Background: an optimization exercise with open tools, aiming at small area, a short achievable clock period and few clock cycles. Do not read the settings as production practice. RTL that was checked went through simulation tests only; none was proved equivalent to the original. The flow treats the clock pin as an ideal source. Dropping or thinning the clock tree relies on that and would not hold on a real chip. Power figures rest on the tool's default switching activity, not on a simulated workload.

==> 07-28: inputs <==
==> flow/design.v <==
module fifo_conv_top(
input clk,
input rst,
input data_valid,
input [7:0] data_i,
output wire idle,
output wire done,
output wire [15:0] data_o,
output wire conv_done
);
assign idle = 1'b1;
reg [7:0] x;           
reg acc;               
reg [7:0] h0, h1;      
reg [2:0] col;         
reg [2:0] row;         
reg signed [10:0] pq;
reg emit;
reg signed [8:0] q0, q1, q2, q3, q4, q5;
reg signed [10:0] out_r;
reg vld_r, done_r;
wire signed [8:0] d = {1'b0, x} + {1'b1, h0} + 9'd1;    
wire last_col = (col == 3'd4);
wire upd = acc && (col[2] || col[1]);    
always @(posedge clk) begin
  x <= data_i;
  acc <= data_valid;     
  pq <= q0 + (q3 <<< 1);
  out_r <= pq + q5;
  if (acc) begin
    h1 <= ~x;
    h0 <= h1;
  end
  if (upd) begin
    q0 <= q1; q1 <= q2; q2 <= q3; q3 <= q4; q4 <= q5; q5 <= d;
  end
  if (rst) begin
    col <= 3'd0;
    row <= 3'd0;
    emit <= 1'b0;
    vld_r <= 1'b0;
    done_r <= 1'b0;
  end else begin
    emit <= upd && (row[2] || row[1]);
    vld_r <= emit;
    done_r <= (row == 3'd5);
    if (acc) begin
      col <= last_col ? 3'd0 : col + 3'd1;
      if (last_col && row != 3'd5) row <= row + 3'd1;
    end
  end
end
assign data_o = {{5{out_r[10]}}, out_r};
assign conv_done = vld_r;
assign done = done_r;
endmodule
==> flow/flow/run.sh <==
#!/bin/bash
# Own layout flow: the standard flow (standard.sh, standard synthesis
# included) with a few extra ORFS settings read from flow/knobs.txt, one
# VAR=value per line. Each tool's full output stays in the ORFS logs under
# orfs/logs; make's own output goes to make_finish.log here.
set -euo pipefail
W=$(pwd)
knobs=()
if [[ -f flow/knobs.txt ]]; then
  while IFS= read -r line; do
    [[ -z "$line" || "$line" == \#* ]] && continue
    knobs+=("${line//@FLOW@/$W/flow}")
  done < flow/knobs.txt
fi
bash standard.sh "${knobs[@]}" finish > make_finish.log 2>&1
==> flow/flow/knobs.txt <==
PRE_CTS_TCL=@FLOW@/mcts.tcl
MCTS_CELL=sky130_fd_sc_hd__clkbuf_16
BUFFER_PORTS_ARGS=-buffer_cell sky130_fd_sc_hd__buf_1
==> flow/flow/mcts.tcl <==
# One-level clock tree in place of TritonCTS's two-level H-tree: the clock port
# drives MCTS_N buffers, each driving the flip-flops of one region of the core.
# Sourced as the PRE_CTS hook of cts.tcl; clock_tree_synthesis then becomes a
# no-op and cts.tcl goes on as usual (legalisation, timing repair).
set mcts_n 4
set mcts_cell sky130_fd_sc_hd__clkbuf_8
if {[info exists ::env(MCTS_N)]} { set mcts_n $::env(MCTS_N) }
if {[info exists ::env(MCTS_CELL)]} { set mcts_cell $::env(MCTS_CELL) }

set block [ord::get_db_block]
set db [ord::get_db]
set clk_net [[$block findBTerm clk] getNet]
set master [$db findMaster $mcts_cell]

set sinks {}
foreach it [$clk_net getITerms] {
  set bb [[$it getInst] getBBox]
  lappend sinks [list $it [expr {([$bb xMin] + [$bb xMax]) / 2}] [expr {([$bb yMin] + [$bb yMax]) / 2}]]
}
puts "mcts: [llength $sinks] clock sinks, $mcts_n buffers of $mcts_cell"

# split a list of sinks into n groups, cutting alternately across x and y
proc mcts_split {sinks n axis} {
  if {$n <= 1} { return [list $sinks] }
  set idx [expr {$axis == 0 ? 1 : 2}]
  set sorted [lsort -integer -index $idx $sinks]
  set n1 [expr {$n / 2}]
  set cut [expr {[llength $sorted] * $n1 / $n}]
  set a [lrange $sorted 0 [expr {$cut - 1}]]
  set b [lrange $sorted $cut end]
  return [concat [mcts_split $a $n1 [expr {1 - $axis}]] [mcts_split $b [expr {$n - $n1}] [expr {1 - $axis}]]]
}

set core [$block getCoreArea]
set w [expr {[$core xMax] - [$core xMin]}]
set h [expr {[$core yMax] - [$core yMin]}]
set g 0
foreach grp [mcts_split $sinks $mcts_n [expr {$w >= $h ? 0 : 1}]] {
  set sx 0; set sy 0
  foreach s $grp { incr sx [lindex $s 1]; incr sy [lindex $s 2] }
  set cx [expr {$sx / [llength $grp]}]
  set cy [expr {$sy / [llength $grp]}]
  set inst [odb::dbInst_create $block $master "mcts_buf_$g"]
  set net [odb::dbNet_create $block "mcts_clk_$g"]
  $net setSigType CLOCK
  [$inst findITerm A] connect $clk_net
  [$inst findITerm X] connect $net
  foreach s $grp {
    set it [lindex $s 0]
    $it disconnect
    $it connect $net
  }
  $inst setLocation [expr {$cx - [$master getWidth] / 2}] [expr {$cy - [$master getHeight] / 2}]
  $inst setPlacementStatus PLACED
  puts "mcts: buffer $g drives [llength $grp] sinks at ([expr {$cx / 1000.0}], [expr {$cy / 1000.0}])"
  incr g
}
global_connect
set_propagated_clock [all_clocks]

proc clock_tree_synthesis {args} {
  puts "mcts: clock tree built by mcts.tcl; clock_tree_synthesis $args skipped"
}
==> flow/standard.sh <==
#!/bin/bash
# synth_recipe.tcl (not shown) runs the flow's synth.tcl, then flattens the netlist and writes it again
# the make line also repeats each setting of config.mk as NAME=value (left out here)
make -C /OpenROAD-flow-scripts/flow DESIGN_CONFIG=/design/flow/config.mk WORK_HOME=/design/flow/orfs CLKGATE_MAP_FILE= SYNTH_SCRIPT=/design/flow/synth_recipe.tcl "${@:-finish}"
==> flow/config.mk <==
export PLATFORM = sky130hd
export DESIGN_NAME = fifo_conv_top
export DESIGN_NICKNAME = fifo_conv_top
export VERILOG_FILES = /design/flow/design.v
export SDC_FILE = /design/flow/constraint.sdc
export NUM_CORES = 4
export LEC_CHECK = 0
export CAP_MARGIN = 20
export CORE_MARGIN = 2
export CORE_UTILIZATION = 75
export PLACE_DENSITY = 0.85
export SETUP_SLACK_MARGIN = 3.15
export SLEW_MARGIN = 20
==> flow/constraint.sdc <==
create_clock -name core_clock -period 5.0 [get_ports {clk}]
set_input_delay 1.0000 -clock core_clock [delete_from_list [all_inputs] [get_ports {clk}]]
set_output_delay 1.0000 -clock core_clock [all_outputs]
set_load 0.01 [all_outputs]
==> inputs of 04-21, as changes to 07-28 <==
--- a/flow/design.v
+++ b/flow/design.v
@@ -16,2 +16,3 @@
 reg [2:0] row;         
+reg signed [8:0] dq;
 reg signed [10:0] pq;
@@ -21,3 +22,3 @@
 reg vld_r, done_r;
-wire signed [8:0] d = {1'b0, x} + {1'b1, h0} + 9'd1;    
+wire signed [8:0] d = {1'b0, x} - {1'b0, h0};
 wire last_col = (col == 3'd4);
@@ -26,7 +27,7 @@
   x <= data_i;
-  acc <= data_valid;     
+  dq <= d;
   pq <= q0 + (q3 <<< 1);
-  out_r <= pq + q5;
+  out_r <= pq + dq;
   if (acc) begin
-    h1 <= ~x;
+    h1 <= x;
     h0 <= h1;
@@ -37,2 +38,3 @@
   if (rst) begin
+    acc <= 1'b0;
     col <= 3'd0;
@@ -43,2 +45,3 @@
   end else begin
+    acc <= data_valid;
     emit <= upd && (row[2] || row[1]);
==> flow/run.sh (new file) <==
#!/bin/bash
# synth_recipe.tcl (not shown) runs the flow's synth.tcl, then flattens the netlist and writes it again
# the make line also repeats each setting of config.mk as NAME=value (left out here)
make -C /OpenROAD-flow-scripts/flow DESIGN_CONFIG=/design/flow/config.mk WORK_HOME=/design/flow/orfs CLKGATE_MAP_FILE= SYNTH_SCRIPT=/design/flow/synth_recipe.tcl finish
CORE_UTILIZATION = 40   (was 75)
PLACE_DENSITY = not set   (was 0.85)
SETUP_SLACK_MARGIN = 2.8   (was 3.15)
removed: flow/flow/run.sh
removed: flow/flow/knobs.txt
removed: flow/flow/mcts.tcl
removed: flow/standard.sh
==> inputs of 02-03, as changes to 07-28 <==
--- a/flow/design.v
+++ b/flow/design.v
@@ -21,3 +21,3 @@
 reg vld_r, done_r;
-wire signed [8:0] d = {1'b0, x} + {1'b1, h0} + 9'd1;    
+wire signed [8:0] d = {1'b0, x} - {1'b0, h0};
 wire last_col = (col == 3'd4);
@@ -26,3 +26,2 @@
   x <= data_i;
-  acc <= data_valid;     
   pq <= q0 + (q3 <<< 1);
@@ -30,3 +29,3 @@
   if (acc) begin
-    h1 <= ~x;
+    h1 <= x;
     h0 <= h1;
@@ -37,2 +36,3 @@
   if (rst) begin
+    acc <= 1'b0;
     col <= 3'd0;
@@ -43,2 +43,3 @@
   end else begin
+    acc <= data_valid;
     emit <= upd && (row[2] || row[1]);
==> flow/flow/knobs.txt (replaced) <==
CTS_ARGS=-sink_clustering_enable -repair_clock_nets -buf_list sky130_fd_sc_hd__clkbuf_8 -sink_clustering_size 40 -sink_clustering_max_diameter 300 -sink_clustering_levels 1 -dont_use_dummy_load
CORE_UTILIZATION = 40   (was 75)
PLACE_DENSITY = not set   (was 0.85)
SETUP_SLACK_MARGIN = 3.1   (was 3.15)
removed: flow/flow/mcts.tcl
==> inputs of 09-20, as changes to 07-28 <==
--- a/flow/design.v
+++ b/flow/design.v
@@ -22,4 +22,5 @@
 wire signed [8:0] d = {1'b0, x} + {1'b1, h0} + 9'd1;    
-wire last_col = (col == 3'd4);
-wire upd = acc && (col[2] || col[1]);    
+wire last_col = col[2] & ~col[0];
+wire row_full = row[2] & ~row[1];
+wire upd = acc && col[1];    
 always @(posedge clk) begin
@@ -45,6 +46,6 @@
     vld_r <= emit;
-    done_r <= (row == 3'd5);
+    done_r <= row_full;
     if (acc) begin
-      col <= last_col ? 3'd0 : col + 3'd1;
-      if (last_col && row != 3'd5) row <= row + 3'd1;
+      col <= {col[1] & col[0], col[0], ~col[2]};
+      if (last_col && !row_full) row <= {row[1], row[0], ~row[2]};
     end
==> flow/flow/knobs.txt (replaced) <==
PRE_CTS_TCL=@FLOW@/mcts.tcl
MCTS_CELL=sky130_fd_sc_hd__buf_12
BUFFER_PORTS_ARGS=-buffer_cell sky130_fd_sc_hd__buf_1
SETUP_SLACK_MARGIN = 3.05   (was 3.15)
==> results by group <==
Power and ir drop
  – Peak VDD IR: between 0.0003 and 0.0004 V
  – Clock share of power: between 20% and 30%
  – Top Consumer: sequential cells

STA
  – Unrepaired setup endpoints after global routing: true
  – Fin Hold WS: roughly 420 ps

Detailed routing
  – Routed len/inst: between 15 and 20 um
  – DR iter-0 viols: around 140

Outcome
  – Outcome: timing/DRC/antenna clean

Worst setup path
  – WP buf/inv: 2
  – Worst path slowest cell: edfxtp_1
  – Crit-path leading delay family: adder cells
# the run above: 09-20

==> results by group <==
Power and ir drop
  – Peak VDD IR: about 0.00023 V
  – Top Consumer: the clock network
  – Clk pwr: between 1000 and 1500 uW

STA
  – Unrepaired setup endpoints after global routing: false
  – Fin Hold WS: roughly 360 ps

Outcome
  – Outcome: timing/DRC/antenna clean

Yosys
  – Synth top area cells: edfxtp_1 46%, dfxtp_1 22%, ha_1 8.6%

Clock network
  – Cts hold-fix bufs: 0

Worst setup path
  – Worst path slowest cell: dfxtp_1
  – WP buf/inv: 1

Detailed routing
  – Routed len/inst: 12.8 um
  – DR iter-0 viols: 140

Finish
  – # diodes: 0
# the run above: 04-21

==> results by group <==
Outcome
  – Outcome: timing/DRC/antenna clean

Worst setup path
  – Worst path slowest cell: edfxtp_1
  – WP buf/inv: 2

Power and ir drop
  – Clock share of power: approximately 22%
  – Peak VDD IR: between 0.0003 and 0.0004 V

Detailed routing
  – Routed len/inst: approximately 17 um

STA
  – Fin Hold WS: between 300 and 400 ps
# the run above: 07-28

==> results by group <==
Detailed routing
  – Routed len/inst: 12.8 um
  – DR iter-0 viols: 63

Worst setup path
  – Worst path slowest cell: edfxtp_1
  – WP buf/inv: 0
  – Crit-path leading delay family: compound AO/OA/AOI/OAI gates

STA
  – Unrepaired setup endpoints after global routing: true

Power and ir drop
  – Peak VDD IR: approximately 0.00013 V
  – Top Consumer: sequential cells

Outcome
  – Outcome: timing/DRC/antenna clean
# the run above: 02-03

Testbench counts of 07-28, summed over its fixed seeds: cycles 1,624.
Testbench counts of 02-03, summed over its fixed seeds: cycles 1,624.
Testbench counts of 09-20, summed over its fixed seeds: cycles 1,624.
The RTL of 04-21 was laid out without a check of its function. The clock cells of 07-28 and 09-20 come from the design's own scripts or RTL, not from TritonCTS.

## port drivers added, routing unchanged
Ports are ideal in the flow. The routed layouts listed here were re-timed in OpenROAD.
Step 1 assumes that a clkbuf_16 drives the clock port and a buf_2 every other input.
Step 2 adds t to the input delays and takes it off the output delays; t is the mean of the earliest and latest rising clock arrival at the registers after step 1. Input paths then give back, and output paths get back, about the clock's delay inside the block.
Three values: ideal, step 1, step 2; two values: the first two.
| run | t, ns | slack for setup (ns) | worst slew at a driven data input, ns | cell pins on the clock port's net |
|---|---|---|---|---|
| 07-28 | 0.231 | 3.167 / 3.167 / 3.167 | 0.03 | 4 |
| 04-21 | 0.428 | 2.955 / 2.920 / 2.967 | 0.03 | 1 |
| 02-03 | 0.369 | 3.085 / 3.085 / 3.044 | 0.03 | 1 |
| 09-20 | 0.213 | 3.133 / 3.133 / 3.133 | 0.03 | 4 |
After both steps setup and hold are still met in every run listed. The setup slack of 02-03, which loses most, moves by 0.000 ns with the drivers and by -0.041 ns with both steps.
